This design comes from an exercise in tuning for small area, a short achievable clock period and few clock cycles per item on the open sky130 flow, not from production work.
RTL that was checked went through simulation tests only; none was proved equivalent to the original.
Only the layout flow was run in runs 1 and 2; the RTL was not checked for function there.

<file path="flow/run.sh">
#!/bin/bash
# synth_recipe.tcl (not shown) runs the flow's synth.tcl, then flattens the netlist and writes it again
# the make line also repeats each setting of config.mk as NAME=value (left out here)
make -C /OpenROAD-flow-scripts/flow DESIGN_CONFIG=/design/flow/config.mk WORK_HOME=/design/flow/orfs CLKGATE_MAP_FILE= SYNTH_SCRIPT=/design/flow/synth_recipe.tcl finish
</file>
<file path="flow/config.mk">
export PLATFORM = sky130hd
export DESIGN_NAME = sha1_block
export DESIGN_NICKNAME = sha1_block
export VERILOG_FILES = /design/flow/design.v
export SDC_FILE = /design/flow/constraint.sdc
export NUM_CORES = 4
export LEC_CHECK = 0
export CAP_MARGIN = 20
export CORE_MARGIN = 2
export CORE_UTILIZATION = 40
export PLACE_DENSITY = 0.6
export SETUP_SLACK_MARGIN = 5
export SLEW_MARGIN = 20
</file>
<file path="flow/constraint.sdc">
create_clock -name core_clock -period 10.0 [get_ports {clk}]
set_input_delay 2.0000 -clock core_clock [delete_from_list [all_inputs] [get_ports {clk}]]
set_output_delay 2.0000 -clock core_clock [all_outputs]
set_load 0.01 [all_outputs]
</file>
<file path="flow/design.v">
module w_machine (
    input wire clk,
    input wire start,
    input wire [5:0] cnt,
    input wire [511:0] block,
    output wire [63:0] w2);
reg [511:0] win;     
wire [31:0] w0  = win[511:480];
wire [31:0] w1  = win[479:448];
wire [31:0] w2_ = win[447:416];
wire [31:0] w3  = win[415:384];
wire [31:0] w8  = win[255:224];
wire [31:0] w9  = win[223:192];
wire [31:0] w13 = win[95:64];
wire [31:0] w14 = win[63:32];
wire [31:0] xa = w13 ^ w8 ^ w2_ ^ w0;
wire [31:0] xb = w14 ^ w9 ^ w3 ^ w1;
wire [63:0] expanded = {xa[30:0], xa[31], xb[30:0], xb[31]};
wire [2:0] sel = start ? 3'd0 : cnt[2:0];
wire from_block = start || (cnt[5:3] == 3'd0);
reg [63:0] blk2;
always @(*) begin
    case (sel)
        3'd0: blk2 = block[511:448];
        3'd1: blk2 = block[447:384];
        3'd2: blk2 = block[383:320];
        3'd3: blk2 = block[319:256];
        3'd4: blk2 = block[255:192];
        3'd5: blk2 = block[191:128];
        3'd6: blk2 = block[127:64];
        default: blk2 = block[63:0];
    endcase
end
assign w2 = from_block ? blk2 : expanded;
always @(posedge clk)
    win <= {win[447:0], w2};
endmodule
module sha1_add2 (
    input wire [31:0] x,
    input wire [31:0] y,
    output wire [31:0] s);
reg [31:0] g, p, gn, pn;
integer i, k;
always @(*) begin
    g = x & y;
    p = x ^ y;
    for (k = 1; k < 32; k = k * 2) begin
        gn = g;
        pn = p;
        for (i = k; i < 32; i = i + 1) begin
            gn[i] = g[i] | (p[i] & g[i-k]);
            pn[i] = p[i] & p[i-k];
        end
        g = gn;
        p = pn;
    end
end
assign s = x ^ y ^ {g[30:0], 1'b0};
endmodule
module sha1_add3 (
    input wire [31:0] x,
    input wire [31:0] y,
    input wire [31:0] z,
    output wire [31:0] s);
wire [31:0] cs_s = x ^ y ^ z;
wire [31:0] cs_c = (x & y) | (x & z) | (y & z);
sha1_add2 add (.x(cs_s), .y({cs_c[30:0], 1'b0}), .s(s));
endmodule
module sha1_round (
    input wire [31:0] a,
    input wire [31:0] b,
    input wire [31:0] c,
    input wire [31:0] d,
    input wire [31:0] x,
    input wire [31:0] y,
    input wire f_ch,
    input wire f_maj,
    input wire [31:0] h0,
    output wire [31:0] t1,
    output wire [31:0] t2);
function [31:0] f_sel(input ch, input maj, input [31:0] p, input [31:0] q, input [31:0] r);
    f_sel = ch  ? ((p & q) | (~p & r)) :
            maj ? ((p & q) | (p & r) | (q & r)) :
                  (p ^ q ^ r);
endfunction
wire [31:0] b30 = {b[1:0], b[31:2]};
wire [31:0] z;
sha1_add3 add_t1 (.x({a[26:0], a[31:27]}), .y(f_sel(f_ch, f_maj, b, c, d)), .z(x), .s(t1));
sha1_add3 add_z (.x(f_sel(f_ch, f_maj, a, b30, c)), .y(y), .z(h0), .s(z));
sha1_add2 add_t2 (.x({t1[26:0], t1[31:27]}), .y(z), .s(t2));
endmodule
module sha1_block (
    input wire clk,
    input wire start,
    input wire [159:0] context_in,
    input wire [511:0] block,
    output wire done,
    output wire [159:0] context_out);
wire [31:0] h0 = context_in[159:128];
wire [31:0] h1 = context_in[127:96];
wire [31:0] h2 = context_in[95:64];
wire [31:0] h3 = context_in[63:32];
wire [31:0] h4 = context_in[31:0];
reg [5:0] cnt;
reg [31:0] a, b, c, d, e;
reg [31:0] x, y;        
reg f_ch, f_maj;        
wire last = (cnt == 6'd40);
assign done = (cnt == 6'd41);
assign context_out = {a, b, c, y, x};
wire [63:0] w2;
w_machine w_machine (
    .clk(clk), .start(start), .cnt(cnt), .block(block), .w2(w2));
wire [1:0] kidx = start ? 2'd0 :
                  (cnt <= 6'd9)  ? 2'd0 :
                  (cnt <= 6'd19) ? 2'd1 :
                  (cnt <= 6'd29) ? 2'd2 : 2'd3;
wire [31:0] k = (kidx == 2'd0) ? 32'h5A827999 :
                (kidx == 2'd1) ? 32'h6ED9EBA1 :
                (kidx == 2'd2) ? 32'h8F1BBCDC : 32'hCA62C1D6;
wire [31:0] t1, t2;
sha1_round sha1_round (
    .a(a), .b(b), .c(c), .d(d), .x(x), .y(y),
    .f_ch(f_ch), .f_maj(f_maj),
    .h0(last ? h0 : 32'd0),
    .t1(t1), .t2(t2));
wire [31:0] x_a = start ? h4 : c;
wire [31:0] y_a = start ? h3 : {b[1:0], b[31:2]};
wire [31:0] x_b = last ? h4 : k;
wire [31:0] y_b = last ? h3 : k;
wire [31:0] x_c = last ? 32'd0 : w2[63:32];
wire [31:0] y_c = last ? 32'd0 : w2[31:0];
wire [31:0] x_next, y_next, b_next, c_next;
sha1_add3 add_x (.x(x_a), .y(x_b), .z(x_c), .s(x_next));
sha1_add3 add_y (.x(y_a), .y(y_b), .z(y_c), .s(y_next));
sha1_add2 add_b (.x(t1), .y(last ? h1 : 32'd0), .s(b_next));
sha1_add2 add_c (.x({a[1:0], a[31:2]}), .y(last ? h2 : 32'd0), .s(c_next));
always @(posedge clk) begin
    x <= x_next;
    y <= y_next;
    if (start) begin
        cnt <= 6'd1;
        a <= h0;
        b <= h1;
        c <= h2;
        d <= h3;
        e <= h4;
        f_ch <= 1'b1;
        f_maj <= 1'b0;
    end else begin
        cnt <= cnt + 6'd1;
        a <= t2;
        b <= b_next;
        c <= c_next;
        d <= {b[1:0], b[31:2]};
        e <= c;
        f_ch <= (cnt <= 6'd9);
        f_maj <= (cnt >= 6'd20) && (cnt <= 6'd29);
    end
end
endmodule
</file>
==> results of run 1 <==
[cells in the mapped netlist (all sizes together), types with 106 or more instances]
master	instances	area [um^2]
o21ai	341	1710
nor2	131	494
fa	194	3880
dfxtp	712	14300
ha	247	3090
nand2	340	1280
xnor2	265	2330
xor2	133	1160
a21o	108	815
a22oi	129	968
and3	106	681
clkbuf	166	643
a21oi	241	1210
inv	256	961
[state kept, by name, summed over array words and instances, names as in the netlist]
register / flops
cnt: 6
c: 32
b: 32
f_maj: 1
d: 32
w_machine.win: 512
f_ch: 1
a: 32
y: 32
x: 32
[timing repair]
action,CTS,global route
setup endpoints to repair,134,110
gates resized for setup,368,242
pin swaps,227,192
setup buffers,162,71
cloned,12,1
[routing by layer]
layer	track usage (%)	routed length, um	vias to the layer above
li1	-	-	16700
met1	43.5	73900	17800
met2	56.0	83700	1695
met3	6.24	13800	422
met4	18.4	11300	18
met5	0	110	-
[cell families (layout without fill, tap and decap cells)]
| kind of cell | count (synthesis) | in the layout | share of synthesized area, % |
|---|---|---|---|
| other | 0 | 15 | 0 |
| buffers and inverters | 440 | 1520 | 4.36 |
| DFF | 712 | 712 | 35.9 |
| AOI/OAI and AO/OA | 1128 | 1129 | 18.6 |
| and+or+nand+nor | 918 | 921 | 11.4 |
| xor gates and xnor gates | 399 | 399 | 8.86 |
| muxes | 119 | 119 | 3.25 |
| adders and majority gates | 446 | 446 | 17.7 |
[through the flow]
stage	std cells	setup slack (ps)
6_report	6548	3040
5_1_grt	6547	2890
4_1_cts	6461	2980
3_5_place_dp	6142	1570
3_3_place_gp	6142	1590
2_1_floorplan	4162	2670
[worst paths after layout]
| check | start | end | slack, ps |
|---|---|---|---|
| worst max-delay path | context_in[129] | a[30] | 3040 |
| worst min-delay path | w_machine.win[184] | w_machine.win[248] | 310 |
| worst max register to register | b[1] | a[28] | 3060 |
| worst min register to register | w_machine.win[184] | w_machine.win[248] | 310 |
[critical path: stages]
cell and delay, ps:
buf_6 110, and3_4 160, fa_1 480, ha_2 220, fa_2 350, a211oi_2 270
o21bai_1 130, o311a_1 360, a31oi_4 260, a21oi_2 90, buf_4 140, xor2_1 130
ha_1 310, a21oi_2 200, nor2b_4 50, o21ai_1 110, nand2b_1 80, a21o_1 170
a21oi_2 160, nor2b_1 70, o21ai_1 140, or2b_4 290, a221o_1 330, a221oi_4 300
o31ai_4 120, a21o_1 180, a211o_1 240
[layout by cell type, fill, tap and decap left out, types with 17 or more instances in the layout]
cell               n
a211oi_1          31
a21o_1           104
a21oi_1          171
a21oi_2           59
a222oi_1          64
a22oi_1          126
and2_1            56
and3_1            83
and3_4            18
buf_4            189
buf_6             71
clkbuf_16         82
clkbuf_8          17
clkdlybuf4s50_1  817
clkinv_2          17
dfxtp_1          664
dfxtp_2           29
dfxtp_4           19
fa_1             185
ha_1             201
ha_4              34
inv_1            247
mux2_2            78
mux2i_1           40
nand2_1          329
nand2b_1          23
nand3_1           37
nand4_1           77
nor2_1           115
nor2b_1           41
nor3_1            28
o21a_1            36
o21ai_0          216
o21ai_1           79
o21ai_2           42
o21bai_1          29
xnor2_1          227
xnor2_2           35
xor2_1           125
[area by class of cell]
cell class | instances | area, um^2
well taps | 1287 | 1610
clock buffers | 102 | 2240
diodes | 15 | 37.5
flip-flops and latches | 712 | 14400
inverters | 256 | 982
repair inverters | 1 | 8.76
multi-input cells | 3014 | 26400
clock inverters | 43 | 589
fillers | 8563 | 41100
repair buffers | 1118 | 11100
==> reports/qor.csv, run 1 <==
metric,value,unit
rsz0062_at_grt,yes,
start_util,40.3,%
avgRoutedWirePerCell,27.9,um
seq_area_frac_synth,35.9,%
drtAntennaViolNets,0,
critPathRequiredTime,10530,ps
numCtsBuffers,79,
coreArea,0.0984,mm^2
drive_above_1_share,18.7,%
fmax,0.144,GHz
path_class,input port to flip-flop,
arrival,7490,ps
reg2reg_depth,30,
root_buffer,clkbuf_16,
num_io_pins,835,
synth-seq-cells,712,
drc,0,
vias,36600,
post_synth_num_cell_types,94,
avgViaCountPerCell,5.59,
async_flop_share,0,%
synth_area,0.0397,mm^2
area_growth,44.4,%
h-tree-depth,3,
dr.pass1.iters,8,
fin_crit_sh,69.6,%
end_kind,flip-flop,
maxCapViolCount,0,
grt_start_max_net_pins,84,
wl,183000,um
relSlewSlack,18.9,%
syn_nets,5277,
worstMarginPinSlew,1220,ps
dpl.hpwl,141000,um
cts.sinks,712,
syn_area_per_cell,9.54,um^2
grt_pass1_wl,254000,um
setup_violations,0,
io_buffers,834,
antenna_found_initial,47,
cts_hold_buf,0,
synth_enable_flop_cells,0,
clk_pin_slew,60,ps
placed_cell_area,0.0499,mm^2
holdPathStages,0,
row_count,115,
hp-class,flip-flop to flip-flop,
final_nets,6297,
hold_slack,315,ps
hold_violations,0,
crit_path_start_kind,input port,
fp.dieW,319,um
cts_tree,built,
die_h,319,um
dominantRegCellSynth,dfxtp_1,
worst-path-max-fanout,2,
place_congestion,0.971,
grt_overflow_total,0,
period_minus_slack,6960,ps
drv_slew,0,
drtIter0Drc,3556,
synth_cells,4162,
post-route-util,58.2,%
clk_latency,650,ps
grt_usage,34.4,%
dieArea,0.102,mm^2
setup_tns,0,ps
grt_pass1_vias,35900,
status,"complete, no violations",
yosysWarnings,4,
cts_buffer_depth,3,
stdcell_area,0.0573,mm^2
fin_worst_skew,52.9,ps
==> run 2: changes to the inputs <==
--- a/flow/config.mk
+++ b/flow/config.mk
@@ -10,4 +10,3 @@
 export CORE_UTILIZATION = 40
 export PLACE_DENSITY = 0.6
-export SETUP_SLACK_MARGIN = 5
 export SLEW_MARGIN = 20
==> run 2 against run 1 <==
Compared with the run above:
- still clean
- register-to-register slack lost 1100 ps
- first-iteration DRC count is 3.2% lower
- hold slack got worse by 0.61 ps
- via count down 5.1%
- routed wire length is 7.2% lower
- global-route usage decreased by 2.1 points
- area after synthesis did not move
- die area is the same
- critical endpoint unchanged
==> reports/qor.csv, run 2 <==
metric,value,unit,change
dpl.hpwl,139000,um,was 141000 um
synth_cells,4162,,unchanged
fin_worst_skew,42.0,ps,was 52.9 ps
drtIter0Drc,3442,,was 3556
start_util,40.3,%,unchanged
synth_area_leaders,"dfxtp_1, fa_1, ha_1",,unchanged
maxCapViolCount,0,,unchanged
syn_nets,5277,,unchanged
yosysWarnings,4,,unchanged
clk_latency,660,ps,was 650 ps
h-tree-depth,3,,unchanged
clk_pin_slew,60,ps,about the same
num_io_pins,835,,unchanged
setup_tns,0,ps,unchanged
synthTopCellsByCount,"dfxtp_1, nand2_1, o21ai_0, xnor2_1, inv_1",,unchanged
hp-class,flip-flop to flip-flop,,unchanged
io_buffers,834,,unchanged
cts_hold_buf,0,,unchanged
cts_setup_buffers,0,,was 162
yosysMostFrequentCell,dfxtp_1,,unchanged
cts.sinks,712,,unchanged
end_kind,flip-flop,,unchanged
worstMarginPinSlew,1160,ps,was 1220 ps
final_nets,6069,,was 6297
crit_top_cell,a21oi_1,,was a21oi_2
regMostFlops,w_machine.win,,unchanged
cts_tree,built,,unchanged
rsz0062_at_grt,no,,was yes
yosysTopAreaCellShare,35.9,%,unchanged
synth_area,0.0397,mm^2,unchanged
hold_violations,0,,unchanged
wl,170000,um,was 183000 um
grt_usage,32.4,%,was 34.4%
drive_above_1_share,6.41,%,was 18.7%
die_h,319,um,unchanged
post-route-util,53.1,%,was 58.2%
mostFrequentLayoutCells,"clkdlybuf4s50_1, dfxtp_1, nand2_1, o21ai_0, xnor2_1",,"was clkdlybuf4s50_1, dfxtp_1, nand2_1, inv_1, xnor2_1"
avgViaCountPerCell,5.50,,was 5.59
synth_enable_flop_cells,0,,unchanged
grt_start_max_net_pins,138,,was 84
slowest_delay,620,ps,was 480 ps
place_congestion,0.965,,was 0.971
layout_commonest_cell,clkdlybuf4s50_1,,unchanged
synth_top_cell_by_area,dfxtp_1,,unchanged
fmax,0.124,GHz,was 0.144 GHz
path_class,input port to flip-flop,,unchanged
numCtsBuffers,78,,was 79
seq_area_frac_synth,35.9,%,unchanged
grt_overflow_total,0,,unchanged
coreArea,0.0984,mm^2,unchanged
relSlewSlack,22.9,%,was 18.9%
vias,34800,,was 36600
period_minus_slack,8090,ps,was 6960 ps
status,"complete, no violations",,unchanged
worst-path-max-fanout,6,,was 2
critPathRequiredTime,10550,ps,was 10530 ps
crit_path_start_kind,input port,,unchanged
area_growth,31.8,%,was 44.4%
fillers,9021,,was 8563
setup_violations,0,,unchanged
grt_pass1_wl,240000,um,was 254000 um
fin_crit_sh,80.9,%,was 69.6%
cts_resized,0,,was 368
row_count,115,,unchanged
dieArea,0.102,mm^2,unchanged
synth-seq-cells,712,,unchanged
dr.pass1.iters,8,,unchanged
hold_slack,314,ps,was 315 ps
avgRoutedWirePerCell,26.8,um,was 27.9 um
post_synth_num_cell_types,94,,unchanged
drtAntennaViolNets,0,,unchanged
crit_slowest_cell,clkdlybuf4s50_1,,was fa_1
largest_reg_flops,512,,unchanged
drc,0,,unchanged
syn_area_per_cell,9.54,um^2,unchanged
fp.dieW,319,um,unchanged
cts_buffer_depth,3,,unchanged
antenna_found_initial,39,,was 47
dominantRegCellSynth,dfxtp_1,,unchanged
async_flop_share,0,%,unchanged
grt_pass1_vias,34200,,was 35900
drv_slew,0,,unchanged
root_buffer,clkbuf_16,,unchanged
arrival,8640,ps,was 7490 ps
-- run 2: worst max-delay path, delay by kind of cell --
kind	cells	cell delay, ps
xor gates and xnor gates	1	170
and+or+nand+nor	5	770
adders and majority gates	4	1570
buffers and inverters	1	620
AOI/OAI and AO/OA	15	3520
-- run 2: metrics by stage --
stage	worst slack, ps	instance area (um^2)	cells
after detailed placement	1400	49400	6161
after global routing	1500	52300	6317
after CTS	2030	52200	6296
after global placement	1400	49400	6160
after floorplan	2160	39700	4162
final	1910	52300	6320
-- run 2: path summary, 6_finish.rpt --
check	endpoint	start	slack, ps	depth (start not counted)
setup reg to reg	a[30]	b[1]	1960	30
setup / recovery	a[30]	context_in[129]	1910	26
hold / removal	w_machine.win[342]	w_machine.win[278]	310	0
hold reg to reg	w_machine.win[342]	w_machine.win[278]	310	0
-- run 2: kinds of logic (layout without fill, tap and decap cells) --
| family | Yosys count | count (layout) | synth area share (%) |
|---|---|---|---|
| compound gates | 1128 | 1128 | 18.6 |
| xor+xnor | 399 | 399 | 8.86 |
| fa+ha+maj | 446 | 446 | 17.7 |
| buf+inv | 440 | 1287 | 4.36 |
| flops | 712 | 712 | 35.9 |
| mux | 119 | 119 | 3.25 |
| other cells | 0 | 24 | 0 |
| simple gates | 918 | 918 | 11.4 |
-- run 2: layout make-up --
type,count,area [um^2],area share [%]
multi-input cells,3010,23800,45.5
flip-flops and latches,712,14300,27.3
diodes,24,60.1,0.115
repair buffers,896,8830,16.9
well taps,1287,1610,3.08
clock buffers,107,2200,4.21
inverters,256,961,1.84
clock inverters,28,579,1.11
-- run 2: metal layers --
metal  routed length (um)  GRT usage, %
met1                70300          41.4
met2                80200          53.9
met3                11800          5.30
met4                 7280          14.1
met5                   80             0
==> run 3: changes to the inputs <==
--- a/flow/design.v
+++ b/flow/design.v
@@ -36,35 +36,4 @@
     win <= {win[447:0], w2};
 endmodule
-module sha1_add2 (
-    input wire [31:0] x,
-    input wire [31:0] y,
-    output wire [31:0] s);
-reg [31:0] g, p, gn, pn;
-integer i, k;
-always @(*) begin
-    g = x & y;
-    p = x ^ y;
-    for (k = 1; k < 32; k = k * 2) begin
-        gn = g;
-        pn = p;
-        for (i = k; i < 32; i = i + 1) begin
-            gn[i] = g[i] | (p[i] & g[i-k]);
-            pn[i] = p[i] & p[i-k];
-        end
-        g = gn;
-        p = pn;
-    end
-end
-assign s = x ^ y ^ {g[30:0], 1'b0};
-endmodule
-module sha1_add3 (
-    input wire [31:0] x,
-    input wire [31:0] y,
-    input wire [31:0] z,
-    output wire [31:0] s);
-wire [31:0] cs_s = x ^ y ^ z;
-wire [31:0] cs_c = (x & y) | (x & z) | (y & z);
-sha1_add2 add (.x(cs_s), .y({cs_c[30:0], 1'b0}), .s(s));
-endmodule
 module sha1_round (
     input wire [31:0] a,
@@ -85,8 +54,7 @@
 endfunction
 wire [31:0] b30 = {b[1:0], b[31:2]};
-wire [31:0] z;
-sha1_add3 add_t1 (.x({a[26:0], a[31:27]}), .y(f_sel(f_ch, f_maj, b, c, d)), .z(x), .s(t1));
-sha1_add3 add_z (.x(f_sel(f_ch, f_maj, a, b30, c)), .y(y), .z(h0), .s(z));
-sha1_add2 add_t2 (.x({t1[26:0], t1[31:27]}), .y(z), .s(t2));
+assign t1 = {a[26:0], a[31:27]} + f_sel(f_ch, f_maj, b, c, d) + x;
+wire [31:0] z = f_sel(f_ch, f_maj, a, b30, c) + y + h0;
+assign t2 = {t1[26:0], t1[31:27]} + z;
 endmodule
 module sha1_block (
@@ -108,5 +76,5 @@
 wire last = (cnt == 6'd40);
 assign done = (cnt == 6'd41);
-assign context_out = {a, b, c, y, x};
+assign context_out = {a, b, c, d, e};
 wire [63:0] w2;
 w_machine w_machine (
@@ -125,18 +93,13 @@
     .h0(last ? h0 : 32'd0),
     .t1(t1), .t2(t2));
-wire [31:0] x_a = start ? h4 : c;
-wire [31:0] y_a = start ? h3 : {b[1:0], b[31:2]};
-wire [31:0] x_b = last ? h4 : k;
-wire [31:0] y_b = last ? h3 : k;
-wire [31:0] x_c = last ? 32'd0 : w2[63:32];
-wire [31:0] y_c = last ? 32'd0 : w2[31:0];
-wire [31:0] x_next, y_next, b_next, c_next;
-sha1_add3 add_x (.x(x_a), .y(x_b), .z(x_c), .s(x_next));
-sha1_add3 add_y (.x(y_a), .y(y_b), .z(y_c), .s(y_next));
-sha1_add2 add_b (.x(t1), .y(last ? h1 : 32'd0), .s(b_next));
-sha1_add2 add_c (.x({a[1:0], a[31:2]}), .y(last ? h2 : 32'd0), .s(c_next));
+wire [31:0] hg1 = last ? h1 : 32'd0;
+wire [31:0] hg2 = last ? h2 : 32'd0;
+wire [31:0] hg3 = last ? h3 : 32'd0;
+wire [31:0] hg4 = last ? h4 : 32'd0;
+wire [31:0] x_src = start ? h4 : c;
+wire [31:0] y_src = start ? h3 : {b[1:0], b[31:2]};
 always @(posedge clk) begin
-    x <= x_next;
-    y <= y_next;
+    x <= x_src + k + w2[63:32];
+    y <= y_src + k + w2[31:0];
     if (start) begin
         cnt <= 6'd1;
@@ -151,8 +114,8 @@
         cnt <= cnt + 6'd1;
         a <= t2;
-        b <= b_next;
-        c <= c_next;
-        d <= {b[1:0], b[31:2]};
-        e <= c;
+        b <= t1 + hg1;
+        c <= {a[1:0], a[31:2]} + hg2;
+        d <= {b[1:0], b[31:2]} + hg3;
+        e <= c + hg4;
         f_ch <= (cnt <= 6'd9);
         f_maj <= (cnt >= 6'd20) && (cnt <= 6'd29);
--- a/flow/config.mk
+++ b/flow/config.mk
@@ -6,7 +6,9 @@
 export NUM_CORES = 4
 export LEC_CHECK = 0
+export ABC_CLOCK_PERIOD_IN_PS = 3000
 export CAP_MARGIN = 20
 export CORE_MARGIN = 2
 export CORE_UTILIZATION = 40
 export PLACE_DENSITY = 0.6
+export SETUP_SLACK_MARGIN = 5
 export SLEW_MARGIN = 20
==> run 3 against run 2 <==
Compared with the run above:
- still clean on timing, DRC and antenna
- clock-buffer cell count is 3 lower
- non-clock buffer count up 285
- synthesized cell count is 7.1% higher
- via count grew 14%
- flip-flop and latch count rose by 32
- sequential share of layout area down 2.8 points
- first-iteration DRC count grew 12%
- largest cell class unchanged
- global-route usage is 3.0 points higher
==> reports/qor.csv, run 3 <==
metric,value,unit,change
start_util,40.2,%,was 40.3%
crit_slowest_cell,fa_2,,was clkdlybuf4s50_1
final_nets,6700,,was 6069
drtIter0Drc,3848,,was 3442
drive_above_1_share,18.4,%,was 6.41%
relSlewSlack,20.1,%,was 22.9%
post-route-util,58.5,%,was 53.1%
grt_start_max_net_pins,82,,was 138
path_depth,34,,was 26
numCtsBuffers,82,,was 78
seq_area_frac_synth,35.3,%,was 35.9%
fp.dieW,329,um,was 319 um
maxCapViolCount,0,,unchanged
grt_overflow_total,0,,unchanged
clk_latency,660,ps,about the same
r2r_slack,2590,ps,was 1960 ps
crit_path_start_kind,flip-flop,,was input port
vias,39600,,was 34800
synth_cells,4459,,was 4162
end_kind,flip-flop,,unchanged
status,"complete, no violations",,unchanged
worstMarginPinSlew,1200,ps,was 1160 ps
area_growth,45.7,%,was 31.8%
worst-path-max-fanout,3,,was 6
drc,0,,unchanged
place_congestion,0.986,,was 0.965
fin_crit_sh,74.1,%,was 80.9%
cts_buffer_depth,3,,unchanged
crit_path_start,d[1],,was context_in[129]
critPathRequiredTime,10580,ps,was 10550 ps
fmax,0.135,GHz,was 0.124 GHz
dr.pass1.iters,7,,was 8
synth_area_leaders,"dfxtp_1, fa_1, ha_1",,unchanged
num_io_pins,835,,unchanged
yosysWarnings,3,,was 4
regMostFlops,w_machine.win,,unchanged
fin_worst_skew,40.0,ps,was 42.0 ps
h-tree-depth,3,,unchanged
layout_commonest_cell,clkdlybuf4s50_1,,unchanged
mostFrequentLayoutCells,"clkdlybuf4s50_1, dfxtp_1, nand2_1, inv_1, xnor2_1",,"was clkdlybuf4s50_1, dfxtp_1, nand2_1, o21ai_0, xnor2_1"
io_buffers,834,,unchanged
syn_area_per_cell,9.46,um^2,was 9.54 um^2
synthTopCellsByCount,"dfxtp_1, inv_1, nand2_1, o21ai_0, xnor2_1",,"was dfxtp_1, nand2_1, o21ai_0, xnor2_1, inv_1"
reg2reg_depth,34,,was 30
drv_slew,0,,unchanged
cts_tree,built,,unchanged
rsz0062_at_grt,yes,,was no
synth_enable_flop_cells,0,,unchanged
largest_reg_flops,512,,unchanged
synth-seq-cells,744,,was 712
hold_slack,304,ps,was 314 ps
root_buffer,clkbuf_16,,unchanged
synth_area,0.0422,mm^2,was 0.0397 mm^2
avgViaCountPerCell,5.63,,was 5.50
path_class,flip-flop to flip-flop,,was input port to flip-flop
dominantRegCellSynth,dfxtp_1,,unchanged
avgRoutedWirePerCell,28.5,um,was 26.8 um
antenna_found_initial,21,,was 39
grt_pass1_wl,274000,um,was 240000 um
clk_pin_slew,70,ps,was 60 ps
async_flop_share,0,%,unchanged
cts_hold_buf,0,,unchanged
arrival,7990,ps,was 8640 ps
path_buf_inv,5,,was 1
endpoint,a[31],,was a[30]
r2r-end,a[31],,was a[30]
setup_violations,0,,unchanged
die_h,329,um,was 319 um
setup_tns,0,ps,unchanged
hp-class,flip-flop to flip-flop,,unchanged
slowest_delay,540,ps,was 620 ps
dieArea,0.108,mm^2,was 0.102 mm^2
grt_pass1_vias,38400,,was 34200
crit_family,compound AO/OA/AOI/OAI gates,,unchanged
dpl.hpwl,150000,um,was 139000 um
grt_usage,35.4,%,was 32.4%
row_count,119,,was 115
wl,200000,um,was 170000 um
drtAntennaViolNets,0,,unchanged
yosysMostFrequentCell,dfxtp_1,,unchanged
coreArea,0.105,mm^2,was 0.0984 mm^2
synth_top_cell_by_area,dfxtp_1,,unchanged
yosysTopAreaCellShare,35.3,%,was 35.9%
cts.sinks,744,,was 712
rr_startpoint,d[1],,was b[1]
hold_violations,0,,unchanged
syn_nets,5609,,was 5277
post_synth_num_cell_types,73,,was 94
period_minus_slack,7410,ps,was 8090 ps
run 3: changes by cell type after synthesis, moves of 36 or more:
cell,change
inv_1,+78
and2_1,-45
a22o_1,+36
mux2_2,-52
a221oi_1,+38
a21boi_0,+44
and3_1,+49
a22oi_1,-76
nor2_1,+44
a21o_1,+46
run 3: cells by family (layout without fill, tap and decap cells):
logic type      count (synthesis)  count (layout)  synth area share [%]
mux                            98              98                  2.41
flops                         744             744                  35.3
other cells                     0              16                     0
xor+xnor                      419             419                  8.72
fa+ha+maj                     482             482                  18.1
simple gates                  931             935                  10.7
compound gates               1272            1272                  20.2
buf+inv                       513            1665                  4.56
run 3: area by class of cell:
cell class,instances,area (um^2)
Fill cell,9042,43500
Clock inverter,45,677
Tap cell,1391,1740
Clock buffer,104,2250
Sequential cell,744,15100
Inverter,334,1290
Multi-Input combinational cell,3206,28400
Timing Repair Buffer,1181,12000
Timing Repair inverter,1,8.76
Antenna cell,16,40.0
run 3: worst min-delay path by stage:
stage	startpoint	end	slack, ps	cells after the start
after floorplan	w_machine.win[96]	w_machine.win[160]	310	0
after CTS	w_machine.win[291]	w_machine.win[355]	300	0
after detailed placement	w_machine.win[128]	w_machine.win[192]	310	0
after global routing	w_machine.win[291]	w_machine.win[355]	300	0
after global placement	w_machine.win[358]	w_machine.win[422]	310	0
final	w_machine.win[291]	w_machine.win[355]	300	0
run 3: per-stage QoR:
stage          instance area [um^2]  cells  setup slack [ps]
2_1_floorplan                 43100   4459              3190
3_3_place_gp                  52700   6545              1620
3_5_place_dp                  52700   6545              1500
4_1_cts                       59400   6899              2590
5_1_grt                       61400   7015              2400
6_report                      61500   7022              2590
run 3: timing repair:
item | in CTS | in global routing
setup buffers | 187 | 105
cloned | 18 | 2
pin swaps | 172 | 200
endpoints found under the setup margin | 153 | 126
gates resized for setup | 410 | 265
run 3: worst register-to-register path: cells and delay by family, from the launching register on:
family / cells / cell delay (ps)
buffers and inverters: 5 / 480
AND/OR/NAND/NOR: 3 / 450
XOR/XNOR: 2 / 300
multiplexers: 1 / 140
flip-flops: 1 / 370
AO/OA/AOI/OAI: 16 / 2950
adder cells (fa/ha/maj): 7 / 2670
run 3: metal layers:
| layer | track usage [%] | wire length, um | part of all wire (%) |
|---|---|---|---|
| met1 | 44.5 | 80200 | 40 |
| met2 | 57.7 | 92600 | 46 |
| met3 | 6.95 | 16100 | 8.0 |
| met4 | 17.7 | 11400 | 5.7 |
| met5 | 0 | 92 | 0.046 |
Testbench counts of run 3, summed over its fixed seeds: cycles 15,744, items 384.

[static timing again, ports no longer ideal]
How much do the figures lean on ideal ports? The routed layouts below were timed once more, with nothing changed but the port constraints.
Step 1: set_driving_cell puts a clkbuf_16 on clk and a buf_2 on each other input, an assumption about the parent block.
Step 2 moves the port delays by t, midway between the first and last clock arrival at a register: inputs arrive t later, outputs are due t later. That takes back most of the time a late clock gives input paths.
Slacks: ideal / step 1 / step 2; pairs: ideal / step 1.
| run | shift t [ns] | setup slack, ns | hold slack, ns | cell pins on the clock port's net |
|---|---|---|---|---|
| run 1 | 0.698 | 3.038 / 3.062 / 2.375 | 0.315 / 0.315 / 0.315 | 1 |
| run 2 | 0.709 | 1.911 / 1.954 / 1.246 | 0.314 / 0.314 / 0.314 | 1 |
| run 3 | 0.712 | 2.594 / 2.594 / 2.594 | 0.304 / 0.304 / 0.304 | 1 |
After both steps setup and hold are still met in every run listed. The setup slack of run 2, which loses most, moves by +0.043 ns with the drivers and by -0.665 ns with both steps.
